This design comes from an exercise in tuning for small area and a short achievable clock period on the open sky130 flow, not from production work.
Where RTL was checked, it was by simulation tests only, not by an equivalence proof against the original.
Power is estimated from default activity; no workload was simulated.

==> flow/design.v <==
module CLA_adder (x, y, s, cout, c23);
  input  [23:0] x, y;
  output [23:0] s;
  output cout;
  output c23;           
  wire [23:0] h = x ^ y;
  wire [23:0] a = x & y;
  wire [23:0] o = x | y;
  wire [5:0] g, p;
  genvar j;
  generate
    for (j = 0; j < 6; j = j + 1) begin : gp
      assign g[j] = a[4*j+3] | (a[4*j+2] & o[4*j+3]) | (a[4*j] & o[4*j+3] & o[4*j+2]);
      assign p[j] = &o[4*j+3:4*j];
    end
  endgenerate
  wire [6:0] c;
  assign c[0] = 1'b0;
  assign c[1] = g[0];
  assign c[2] = g[1] | (p[1] & g[0]);
  wire   g30 = g[3] | (p[3] & g[2]);
  wire   p30 = p[3] & p[2];
  assign c[3] = g[2] | (p[2] & c[2]);
  assign c[4] = g30 | (p30 & c[2]);
  assign c[5] = g[4] | (p[4] & c[4]);
  wire   g54 = g[5] | (p[5] & g[4]);
  wire   p54 = p[5] & p[4];
  assign c[6] = g54 | (p54 & c[4]);
  assign cout = c[6];
  generate
    for (j = 0; j < 6; j = j + 1) begin : sm
      wire ci = c[j];
      wire k0 = ci;
      wire k1 = a[4*j]   | (h[4*j] & ci);
      wire k2 = a[4*j+1] | (h[4*j+1] & a[4*j]) | (h[4*j+1] & h[4*j] & ci);
      wire k3 = a[4*j+2] | (h[4*j+2] & a[4*j+1]) | (h[4*j+2] & h[4*j+1] & a[4*j])
              | (h[4*j+2] & h[4*j+1] & h[4*j] & ci);
      assign s[4*j+3:4*j] = h[4*j+3:4*j] ^ {k3, k2, k1, k0};
      if (j == 5) begin : top
        assign c23 = k3;
      end
    end
  endgenerate
endmodule
module fpa_with_regisers (clk, reset, en, inputA, inputB, result, OF);
  input clk, reset, en;
  input [31:0] inputA, inputB;
  output [31:0] result;
  output OF;
  wire [59:0] st_in;
  wire        ofa_in;
  reg  [59:0] st;      
  reg         ofa;     
  reg         fresh;
  wire [34:0] pr_in;
  reg  [34:0] pr;      
  fpa_align al (.A(inputA), .B(inputB), .st(st_in), .ofa(ofa_in));
  always @(posedge clk) begin
    if (en)
      st <= st_in;
    if (reset) begin
      ofa   <= 1'b0;
      fresh <= 1'b1;
    end else if (en) begin
      ofa   <= ofa_in;
      fresh <= 1'b0;
    end
    if (reset | (en & fresh))
      pr <= 35'd0;
    else if (en)
      pr <= pr_in;
  end
  fpa_add  ad (.st(st), .ofa(ofa), .pr(pr_in), .OF(OF));
  fpa_norm nm (.pr(pr), .O(result));
endmodule
module fpa_align (A, B, st, ofa);
  input  [31:0] A, B;
  output [59:0] st;
  output ofa;
  wire [7:0]  ea_raw = A[30:23];
  wire [7:0]  eb_raw = B[30:23];
  wire        ha = |ea_raw;
  wire        hb = |eb_raw;
  wire        a_zero = ~ha & ~|A[22:0];
  wire        b_zero = ~hb & ~|B[22:0];
  wire        sel_a = (&ea_raw) | b_zero;
  wire        sel_b = (&eb_raw) | a_zero;
  wire [7:0]  ea = {ea_raw[7:1], ea_raw[0] | ~ha};
  wire [7:0]  eb = {eb_raw[7:1], eb_raw[0] | ~hb};
  wire        sub = A[31] ^ B[31];
  wire        swap = (A[30:0] <= B[30:0]) & ~sel_a;
  wire [7:0]  e_big   = swap ? eb_raw : ea_raw;
  wire [23:0] m_big   = swap ? {hb, B[22:0]} : {ha, A[22:0]};
  wire [23:0] m_small = swap ? {ha, A[22:0]} ^ {24{sub}} : {hb, B[22:0]} ^ {24{sub}};
  wire        h_small = swap ? ha : hb;
  wire        sign    = swap ? B[31] : A[31];
  wire [8:0]  dab = {1'b0, ea} - {1'b0, eb};
  wire [7:0]  dba = eb - ea;
  wire [7:0]  d   = dab[8] ? dba : dab[7:0];
  wire        eqexp = (ea == eb);
  wire        far = (|d[7:5]) | (d[4] & d[3]);    
  wire [47:0] ext = {{24{sub}}, m_small} >> d[4:0];
  wire [23:0] y   = far ? {24{sub}} : ext[23:0];
  wire        y23 = sub ^ (eqexp & h_small);
  assign ofa = ~(m_big[23] ^ y23);
  assign st = {sel_a | sel_b, sign, eqexp & ~sub, sub, e_big, m_big, y};
endmodule
module fpa_add (st, ofa, pr, OF);
  input  [59:0] st;
  input  ofa;
  output [34:0] pr;
  output OF;
  wire        special = st[59];
  wire        sign    = st[58];
  wire        shr_eq  = st[57];
  wire        sub     = st[56];
  wire [7:0]  e_raw   = st[55:48];
  wire [23:0] x       = st[47:24];
  wire [23:0] y       = st[23:0];
  wire [7:0]  e_big   = {e_raw[7:1], e_raw[0] | ~x[23]};
  wire [23:0] s;
  wire        cout, c23;
  CLA_adder add (.x(x), .y(y), .s(s), .cout(cout), .c23(c23));
  assign OF = ofa & (x[23] ^ c23);
  wire        shr = shr_eq | (~sub & cout);
  reg  [4:0]  z;
  integer i;
  always @(*) begin
    z = 5'd0;
    for (i = 0; i <= 22; i = i + 1)
      if (s[i]) z = 5'd22 - i[4:0];
  end
  wire        norm = ~s[23] & (|s[22:3]);
  wire [22:0] sc = {s[21:0], 1'b0} << {z[4:3], 3'b000};
  reg [7:0]  o_e;
  reg [22:0] o_m;
  reg [2:0]  o_z;
  always @(*) begin
    o_z = 3'd0;
    if (special) begin
      o_e = e_raw;
      o_m = x[22:0];
    end else if (shr) begin
      o_e = e_big + 8'd1;
      o_m = s[23:1];
    end else if (norm) begin
      o_e = e_big - 8'd1 - {3'd0, z};
      o_m = sc;
      o_z = z[2:0];
    end else begin
      o_e = e_big;
      o_m = s[22:0];
    end
  end
  assign pr = {sign, o_e, o_m, o_z};
endmodule
module fpa_norm (pr, O);
  input  [34:0] pr;
  output [31:0] O;
  assign O = {pr[34:26], pr[25:3] << pr[2:0]};
endmodule
==> flow/config.mk <==
export PLATFORM = sky130hd
export DESIGN_NAME = fpa_with_regisers
export DESIGN_NICKNAME = fpa_with_regisers
export VERILOG_FILES = /design/flow/design.v
export SDC_FILE = /design/flow/constraint.sdc
export NUM_CORES = 4
export LEC_CHECK = 0
export ABC_AREA = 1
export CAP_MARGIN = 20
export CORE_MARGIN = 2
export CORE_UTILIZATION = 45
export SLEW_MARGIN = 20
==> flow/constraint.sdc <==
create_clock -name core_clock -period 11.0 [get_ports {clk}]
set_input_delay 2.2000 -clock core_clock [delete_from_list [all_inputs] [get_ports {clk}]]
set_output_delay 2.2000 -clock core_clock [all_outputs]
set_load 0.01 [all_outputs]
standard.sh (not shown) runs the stock make flow with config.mk's settings and CLKGATE_MAP_FILE= SYNTH_SCRIPT=/design/flow/synth_recipe.tcl, a recipe that flattens the netlist after the stock synthesis.
==> flow/flow/run.sh <==
#!/bin/bash
# Layout flow: the standard ORFS flow, with two settings changed:
#  - no full/half-adder cell extraction in synthesis (ABC maps the arithmetic);
#  - repair_timing aims for a setup slack margin that matches the period this
#    design can reach rather than the design's much longer clock period.
# The SDC, the clock period and every other step are the standard flow's own.
set -uo pipefail
bash standard.sh ADDER_MAP_FILE= SETUP_SLACK_MARGIN=6.0 finish > standard.log 2>&1
Next try:
--- a/flow/design.v
+++ b/flow/design.v
@@ -47,13 +47,13 @@
   input [31:0] inputA, inputB;
   output [31:0] result;
   output OF;
-  wire [59:0] st_in;
+  wire [60:0] st_in;
   wire        ofa_in;
-  reg  [59:0] st;      
+  reg  [60:0] st;      
   reg         ofa;     
   reg         fresh;
-  wire [34:0] pr_in;
-  reg  [34:0] pr;      
+  wire [36:0] pr_in;
+  reg  [36:0] pr;      
   fpa_align al (.A(inputA), .B(inputB), .st(st_in), .ofa(ofa_in));
   always @(posedge clk) begin
     if (en)
@@ -61,21 +61,19 @@
     if (reset) begin
       ofa   <= 1'b0;
       fresh <= 1'b1;
+      pr    <= 37'd0;
     end else if (en) begin
       ofa   <= ofa_in;
       fresh <= 1'b0;
+      pr    <= fresh ? 37'd0 : pr_in;
     end
-    if (reset | (en & fresh))
-      pr <= 35'd0;
-    else if (en)
-      pr <= pr_in;
   end
   fpa_add  ad (.st(st), .ofa(ofa), .pr(pr_in), .OF(OF));
   fpa_norm nm (.pr(pr), .O(result));
 endmodule
 module fpa_align (A, B, st, ofa);
   input  [31:0] A, B;
-  output [59:0] st;
+  output [60:0] st;
   output ofa;
   wire [7:0]  ea_raw = A[30:23];
   wire [7:0]  eb_raw = B[30:23];
@@ -99,25 +97,27 @@
   wire [7:0]  d   = dab[8] ? dba : dab[7:0];
   wire        eqexp = (ea == eb);
   wire        far = (|d[7:5]) | (d[4] & d[3]);    
-  wire [47:0] ext = {{24{sub}}, m_small} >> d[4:0];
-  wire [23:0] y   = far ? {24{sub}} : ext[23:0];
+  wire [47:0] ext = {{24{sub}}, m_small} >> {d[4:1], 1'b0};
+  wire [23:0] yp  = far ? {24{sub}} : ext[23:0];
   wire        y23 = sub ^ (eqexp & h_small);
   assign ofa = ~(m_big[23] ^ y23);
-  assign st = {sel_a | sel_b, sign, eqexp & ~sub, sub, e_big, m_big, y};
+  assign st = {sel_a | sel_b, sign, eqexp & ~sub, sub, e_big, m_big, yp, d[0]};
 endmodule
 module fpa_add (st, ofa, pr, OF);
-  input  [59:0] st;
+  input  [60:0] st;
   input  ofa;
-  output [34:0] pr;
+  output [36:0] pr;
   output OF;
-  wire        special = st[59];
-  wire        sign    = st[58];
-  wire        shr_eq  = st[57];
-  wire        sub     = st[56];
-  wire [7:0]  e_raw   = st[55:48];
-  wire [23:0] x       = st[47:24];
-  wire [23:0] y       = st[23:0];
+  wire        special = st[60];
+  wire        sign    = st[59];
+  wire        shr_eq  = st[58];
+  wire        sub     = st[57];
+  wire [7:0]  e_raw   = st[56:49];
+  wire [23:0] x       = st[48:25];
+  wire [23:0] yp      = st[24:1];
+  wire        d0      = st[0];
   wire [7:0]  e_big   = {e_raw[7:1], e_raw[0] | ~x[23]};
+  wire [23:0] y       = d0 ? {sub, yp[23:1]} : yp;
   wire [23:0] s;
   wire        cout, c23;
   CLA_adder add (.x(x), .y(y), .s(s), .cout(cout), .c23(c23));
@@ -130,23 +130,22 @@
     for (i = 0; i <= 22; i = i + 1)
       if (s[i]) z = 5'd22 - i[4:0];
   end
-  wire        norm = ~s[23] & (|s[22:3]);
-  wire [22:0] sc = {s[21:0], 1'b0} << {z[4:3], 3'b000};
+  wire        nz = |s[22:3];
   reg [7:0]  o_e;
   reg [22:0] o_m;
-  reg [2:0]  o_z;
+  reg [4:0]  o_z;
   always @(*) begin
-    o_z = 3'd0;
+    o_z = 5'd0;
     if (special) begin
       o_e = e_raw;
       o_m = x[22:0];
     end else if (shr) begin
       o_e = e_big + 8'd1;
       o_m = s[23:1];
-    end else if (norm) begin
+    end else if (~s[23] & nz) begin
       o_e = e_big - 8'd1 - {3'd0, z};
-      o_m = sc;
-      o_z = z[2:0];
+      o_m = {s[21:0], 1'b0};
+      o_z = z;
     end else begin
       o_e = e_big;
       o_m = s[22:0];
@@ -155,7 +154,7 @@
   assign pr = {sign, o_e, o_m, o_z};
 endmodule
 module fpa_norm (pr, O);
-  input  [34:0] pr;
+  input  [36:0] pr;
   output [31:0] O;
-  assign O = {pr[34:26], pr[25:3] << pr[2:0]};
+  assign O = {pr[36:28], pr[27:5] << pr[4:0]};
 endmodule
Effect:
- sequential share of layout area fell by 0.15 points
- die area drops by 0.37%
- cell area increases by 3.6%
- core utilization rises by 3.6 points
- worst setup slack degrades by 0.29 ns
- routed wire length drops by 1.7%
- hold slack improves by 0.013 ns
- synthesized cell count came out lower by 1.2%
- maximum frequency drops by 5.5%
- critical path depth falls by 3
- power drops by 0.38%
- area after synthesis decreases by 0.38%
- global-route usage came out lower by 0.50 points
The RTL of the second run of this note was laid out without a check of its function.

---

## rev 12
RTL: the design.v shown in full above, as it stands there.
clock: 11.0 ns
lec_check: 0
abc_area: 1
cap_margin: 20
core_margin: 2
core_utilization: 30
slew_margin: 20
==> flow/flow/run.sh <==
#!/bin/bash
# Layout flow: the standard ORFS flow, with two settings changed:
#  - no full/half-adder cell extraction in synthesis (ABC maps the arithmetic);
#  - repair_timing aims for a setup slack margin that matches the period this
#    design can reach rather than the design's much longer clock period.
# The SDC, the clock period and every other step are the standard flow's own.
set -uo pipefail
bash standard.sh ADDER_MAP_FILE= SETUP_SLACK_MARGIN=5.5 finish > standard.log 2>&1
diff inputs: rev 12 => rev 13
--- a/flow/design.v
+++ b/flow/design.v
@@ -50,12 +50,12 @@
   wire [59:0] st_in;
   wire        ofa_in;
   reg  [59:0] st;      
   reg         ofa;     
   reg         fresh;
-  wire [34:0] pr_in;
-  reg  [34:0] pr;      
+  wire [31:0] res_in;
+  reg  [31:0] result_r;
   fpa_align al (.A(inputA), .B(inputB), .st(st_in), .ofa(ofa_in));
   always @(posedge clk) begin
     if (en)
       st <= st_in;
     if (reset) begin
@@ -64,16 +64,16 @@
     end else if (en) begin
       ofa   <= ofa_in;
       fresh <= 1'b0;
     end
     if (reset | (en & fresh))
-      pr <= 35'd0;
+      result_r <= 32'd0;
     else if (en)
-      pr <= pr_in;
+      result_r <= res_in;
   end
-  fpa_add  ad (.st(st), .ofa(ofa), .pr(pr_in), .OF(OF));
-  fpa_norm nm (.pr(pr), .O(result));
+  fpa_add  ad (.st(st), .ofa(ofa), .O(res_in), .OF(OF));
+  assign result = result_r;
 endmodule
 module fpa_align (A, B, st, ofa);
   input  [31:0] A, B;
   output [59:0] st;
   output ofa;
@@ -103,14 +103,14 @@
   wire [23:0] y   = far ? {24{sub}} : ext[23:0];
   wire        y23 = sub ^ (eqexp & h_small);
   assign ofa = ~(m_big[23] ^ y23);
   assign st = {sel_a | sel_b, sign, eqexp & ~sub, sub, e_big, m_big, y};
 endmodule
-module fpa_add (st, ofa, pr, OF);
+module fpa_add (st, ofa, O, OF);
   input  [59:0] st;
   input  ofa;
-  output [34:0] pr;
+  output [31:0] O;
   output OF;
   wire        special = st[59];
   wire        sign    = st[58];
   wire        shr_eq  = st[57];
   wire        sub     = st[56];
@@ -129,33 +129,25 @@
     z = 5'd0;
     for (i = 0; i <= 22; i = i + 1)
       if (s[i]) z = 5'd22 - i[4:0];
   end
   wire        norm = ~s[23] & (|s[22:3]);
-  wire [22:0] sc = {s[21:0], 1'b0} << {z[4:3], 3'b000};
+  wire [22:0] sc = {s[21:0], 1'b0} << z;
   reg [7:0]  o_e;
   reg [22:0] o_m;
-  reg [2:0]  o_z;
   always @(*) begin
-    o_z = 3'd0;
     if (special) begin
       o_e = e_raw;
       o_m = x[22:0];
     end else if (shr) begin
       o_e = e_big + 8'd1;
       o_m = s[23:1];
     end else if (norm) begin
       o_e = e_big - 8'd1 - {3'd0, z};
       o_m = sc;
-      o_z = z[2:0];
     end else begin
       o_e = e_big;
       o_m = s[22:0];
     end
   end
-  assign pr = {sign, o_e, o_m, o_z};
+  assign O = {sign, o_e, o_m};
 endmodule
-module fpa_norm (pr, O);
-  input  [34:0] pr;
-  output [31:0] O;
-  assign O = {pr[34:26], pr[25:3] << pr[2:0]};
-endmodule
[summary]
Compared with rev 12, count of inverters not on the clock network in the layout in rev 13 increased by more than 10%.
Rev 13 vs rev 12 — die height dropped slightly
Summary of rev 13 over rev 12: synthesized net count grew by 45; clock-cell share of area held steady.
Re stage delay of the slowest cell on the critical path: rev 13 is 0.08 ns down on rev 12.
Width of the die for rev 13 is lower than for rev 12.
Compare rev 12 and rev 13 | cell depth of the worst setup path lower: rev 12

---

Another version of the RTL of fpa_with_regisers (not shown whole).
For scale: roughly 1700 cells after synthesis, roughly 94 flip-flops, about 100 I/O pins, about 10000 um^2 of cells after synthesis.
==> module fpa_align, before the edit <==
module fpa_align (A, B, st, ofa);
  input  [31:0] A, B;
  output [59:0] st;
  output ofa;
  wire [7:0]  ea_raw = A[30:23];
  wire [7:0]  eb_raw = B[30:23];
  wire        ha = |ea_raw;
  wire        hb = |eb_raw;
  wire        a_zero = ~ha & ~|A[22:0];
  wire        b_zero = ~hb & ~|B[22:0];
  wire        sel_a = (&ea_raw) | b_zero;
  wire        sel_b = (&eb_raw) | a_zero;
  wire [7:0]  ea = {ea_raw[7:1], ea_raw[0] | ~ha};
  wire [7:0]  eb = {eb_raw[7:1], eb_raw[0] | ~hb};
  wire        sub = A[31] ^ B[31];
  wire        swap = (A[30:0] <= B[30:0]) & ~sel_a;
  wire [7:0]  e_big   = swap ? eb_raw : ea_raw;
  wire [23:0] m_big   = swap ? {hb, B[22:0]} : {ha, A[22:0]};
  wire [23:0] m_small = swap ? {ha, A[22:0]} ^ {24{sub}} : {hb, B[22:0]} ^ {24{sub}};
  wire        h_small = swap ? ha : hb;
  wire        sign    = swap ? B[31] : A[31];
  wire [8:0]  dab = {1'b0, ea} - {1'b0, eb};
  wire [7:0]  dba = eb - ea;
  wire [7:0]  d   = dab[8] ? dba : dab[7:0];
  wire        eqexp = (ea == eb);
  wire        far = (|d[7:5]) | (d[4] & d[3]);    
  wire [47:0] ext = {{24{sub}}, m_small} >> d[4:0];
  wire [23:0] y   = far ? {24{sub}} : ext[23:0];
  wire        y23 = sub ^ (eqexp & h_small);
  assign ofa = ~(m_big[23] ^ y23);
  assign st = {sel_a | sel_b, sign, eqexp & ~sub, sub, e_big, m_big, y};
endmodule
clock: 11.0 ns
lec_check: 0
abc_area: 1
cap_margin: 20
core_margin: 2
core_utilization: 30
slew_margin: 20
synth_hierarchical: 0
==> flow/flow/run.sh <==
#!/bin/bash
# Layout flow: the standard ORFS flow (standard.sh), with these settings changed:
#  - no full/half-adder cell extraction in synthesis (ABC maps the arithmetic);
#  - repair_timing aims for a setup slack margin of 5.5 ns, which matches the
#    period this design can reach rather than the design's much longer clock
#    period (the SDC and clock period are the standard flow's own);
#  - the delay cells (clkdlybuf4s*, dlygate*, dlymetal*) are added to
#    the platform's don't-use list, so that port buffers and repair use real buffers.
# The make output goes to standard.log; ORFS keeps each step's log under orfs/logs.
set -uo pipefail
DONT_USE="sky130_fd_sc_hd__probe_p_8 sky130_fd_sc_hd__probec_p_8 sky130_fd_sc_hd__lpflow_bleeder_1 sky130_fd_sc_hd__lpflow_clkbufkapwr_1 sky130_fd_sc_hd__lpflow_clkbufkapwr_16 sky130_fd_sc_hd__lpflow_clkbufkapwr_2 sky130_fd_sc_hd__lpflow_clkbufkapwr_4 sky130_fd_sc_hd__lpflow_clkbufkapwr_8 sky130_fd_sc_hd__lpflow_clkinvkapwr_1 sky130_fd_sc_hd__lpflow_clkinvkapwr_16 sky130_fd_sc_hd__lpflow_clkinvkapwr_2 sky130_fd_sc_hd__lpflow_clkinvkapwr_4 sky130_fd_sc_hd__lpflow_clkinvkapwr_8 sky130_fd_sc_hd__lpflow_decapkapwr_12 sky130_fd_sc_hd__lpflow_decapkapwr_3 sky130_fd_sc_hd__lpflow_decapkapwr_4 sky130_fd_sc_hd__lpflow_decapkapwr_6 sky130_fd_sc_hd__lpflow_decapkapwr_8 sky130_fd_sc_hd__lpflow_inputiso0n_1 sky130_fd_sc_hd__lpflow_inputiso0p_1 sky130_fd_sc_hd__lpflow_inputiso1n_1 sky130_fd_sc_hd__lpflow_inputiso1p_1 sky130_fd_sc_hd__lpflow_inputisolatch_1 sky130_fd_sc_hd__lpflow_isobufsrc_1 sky130_fd_sc_hd__lpflow_isobufsrc_16 sky130_fd_sc_hd__lpflow_isobufsrc_2 sky130_fd_sc_hd__lpflow_isobufsrc_4 sky130_fd_sc_hd__lpflow_isobufsrc_8 sky130_fd_sc_hd__lpflow_isobufsrckapwr_16 sky130_fd_sc_hd__lpflow_lsbuf_lh_hl_isowell_tap_1 sky130_fd_sc_hd__lpflow_lsbuf_lh_hl_isowell_tap_2 sky130_fd_sc_hd__lpflow_lsbuf_lh_hl_isowell_tap_4 sky130_fd_sc_hd__lpflow_lsbuf_lh_isowell_4 sky130_fd_sc_hd__lpflow_lsbuf_lh_isowell_tap_1 sky130_fd_sc_hd__lpflow_lsbuf_lh_isowell_tap_2 sky130_fd_sc_hd__lpflow_lsbuf_lh_isowell_tap_4 sky130_fd_sc_hd__clkdlybuf4s15_1 sky130_fd_sc_hd__clkdlybuf4s15_2 sky130_fd_sc_hd__clkdlybuf4s18_1 sky130_fd_sc_hd__clkdlybuf4s18_2 sky130_fd_sc_hd__clkdlybuf4s25_1 sky130_fd_sc_hd__clkdlybuf4s25_2 sky130_fd_sc_hd__clkdlybuf4s50_1 sky130_fd_sc_hd__clkdlybuf4s50_2 sky130_fd_sc_hd__dlygate4sd1_1 sky130_fd_sc_hd__dlygate4sd2_1 sky130_fd_sc_hd__dlygate4sd3_1 sky130_fd_sc_hd__dlymetal6s2s_1 sky130_fd_sc_hd__dlymetal6s4s_1 sky130_fd_sc_hd__dlymetal6s6s_1"
bash standard.sh ADDER_MAP_FILE= SETUP_SLACK_MARGIN=5.5 "DONT_USE_CELLS=$DONT_USE" finish > standard.log 2>&1
Change:
--- a/flow/design.v
+++ b/flow/design.v
@@ -86,6 +86,4 @@
   wire        sel_a = (&ea_raw) | b_zero;
   wire        sel_b = (&eb_raw) | a_zero;
-  wire [7:0]  ea = {ea_raw[7:1], ea_raw[0] | ~ha};
-  wire [7:0]  eb = {eb_raw[7:1], eb_raw[0] | ~hb};
   wire        sub = A[31] ^ B[31];
   wire        swap = (A[30:0] <= B[30:0]) & ~sel_a;
@@ -95,9 +93,17 @@
   wire        h_small = swap ? ha : hb;
   wire        sign    = swap ? B[31] : A[31];
-  wire [8:0]  dab = {1'b0, ea} - {1'b0, eb};
-  wire [7:0]  dba = eb - ea;
-  wire [7:0]  d   = dab[8] ? dba : dab[7:0];
-  wire        eqexp = (ea == eb);
-  wire        far = (|d[7:5]) | (d[4] & d[3]);    
+  wire [8:0]  dab = {1'b0, ea_raw} - {1'b0, eb_raw};
+  wire [7:0]  dba = eb_raw - ea_raw;
+  wire        far_ab = (|dab[7:5]) | (dab[4] & dab[3]);    
+  wire        far_ba = (|dba[7:5]) | (dba[4] & dba[3]);
+  wire [4:0]  d_raw   = dab[8] ? dba[4:0] : dab[4:0];
+  wire        far_raw = dab[8] ? far_ba : far_ab;
+  wire [7:0]  ea_m1 = ea_raw - 8'd1;
+  wire [7:0]  eb_m1 = eb_raw - 8'd1;
+  wire        far_a1 = (|ea_raw[7:5]) | ((&ea_raw[4:3]) & (|ea_raw[2:0]));    
+  wire        far_b1 = (|eb_raw[7:5]) | ((&eb_raw[4:3]) & (|eb_raw[2:0]));
+  wire [4:0]  d   = ~ha ? (hb ? eb_m1[4:0] : 5'd0) : ~hb ? ea_m1[4:0] : d_raw;
+  wire        far = ~ha ? (hb & far_b1) : ~hb ? far_a1 : far_raw;
+  wire        eqexp = (ea_raw == eb_raw) | ((ea_raw[7:1] == 7'd0) & (eb_raw[7:1] == 7'd0));
   wire [47:0] ext = {{24{sub}}, m_small} >> d[4:0];
   wire [23:0] y   = far ? {24{sub}} : ext[23:0];
Result: The new run completed without violations. Final area increases slightly. Worst setup slack is better by 0.036 ns. Global-route usage rose by 0.35 points. Combinational power went up by a few percent. Maximum frequency went up slightly. Power grows by a few percent. Clock-buffer cell count is unchanged. Register-to-register slack degrades by 0.04 ns.
No functional check of the RTL was part of the first run of this note.

re-timing with driven ports:
Ports are ideal in the flow. The routed layouts listed here were re-timed in OpenROAD. Step 1 assumes that a clkbuf_16 drives the clock port and a buf_2 every other input. Step 2 also shifts input and output timing later by t, the mid clock arrival at the registers, as if the neighbouring blocks saw the same clock. a / b / c = ideal ports / drivers / drivers and shift; a / b = the first two.
run	shift t [ns]	setup WS [ns]	worst hold slack (ns)	worst register clock-pin slew, ns
the first run of note 1	0.406	6.021 / 6.039 / 5.632	0.452 / 0.452 / 0.452	0.08 / 0.08
the second run of note 1	0.392	5.732 / 5.756 / 5.364	0.465 / 0.465 / 0.465	0.08 / 0.08
rev 12	0.399	5.633 / 5.649 / 5.251	0.451 / 0.451 / 0.451	0.08 / 0.08
rev 13	0.392	5.629 / 5.649 / 5.258	0.457 / 0.457 / 0.457	0.08 / 0.08
the first run of note 3	0.405	5.696 / 5.717 / 5.312	0.452 / 0.452 / 0.452	0.08 / 0.08
the second run of note 3	0.404	5.732 / 5.756 / 5.351	0.451 / 0.451 / 0.451	0.09 / 0.09
After both steps every run listed still meets setup and hold. The setup slack of the first run of note 1, which loses most, moves by +0.018 ns with the drivers and by -0.389 ns with both steps.
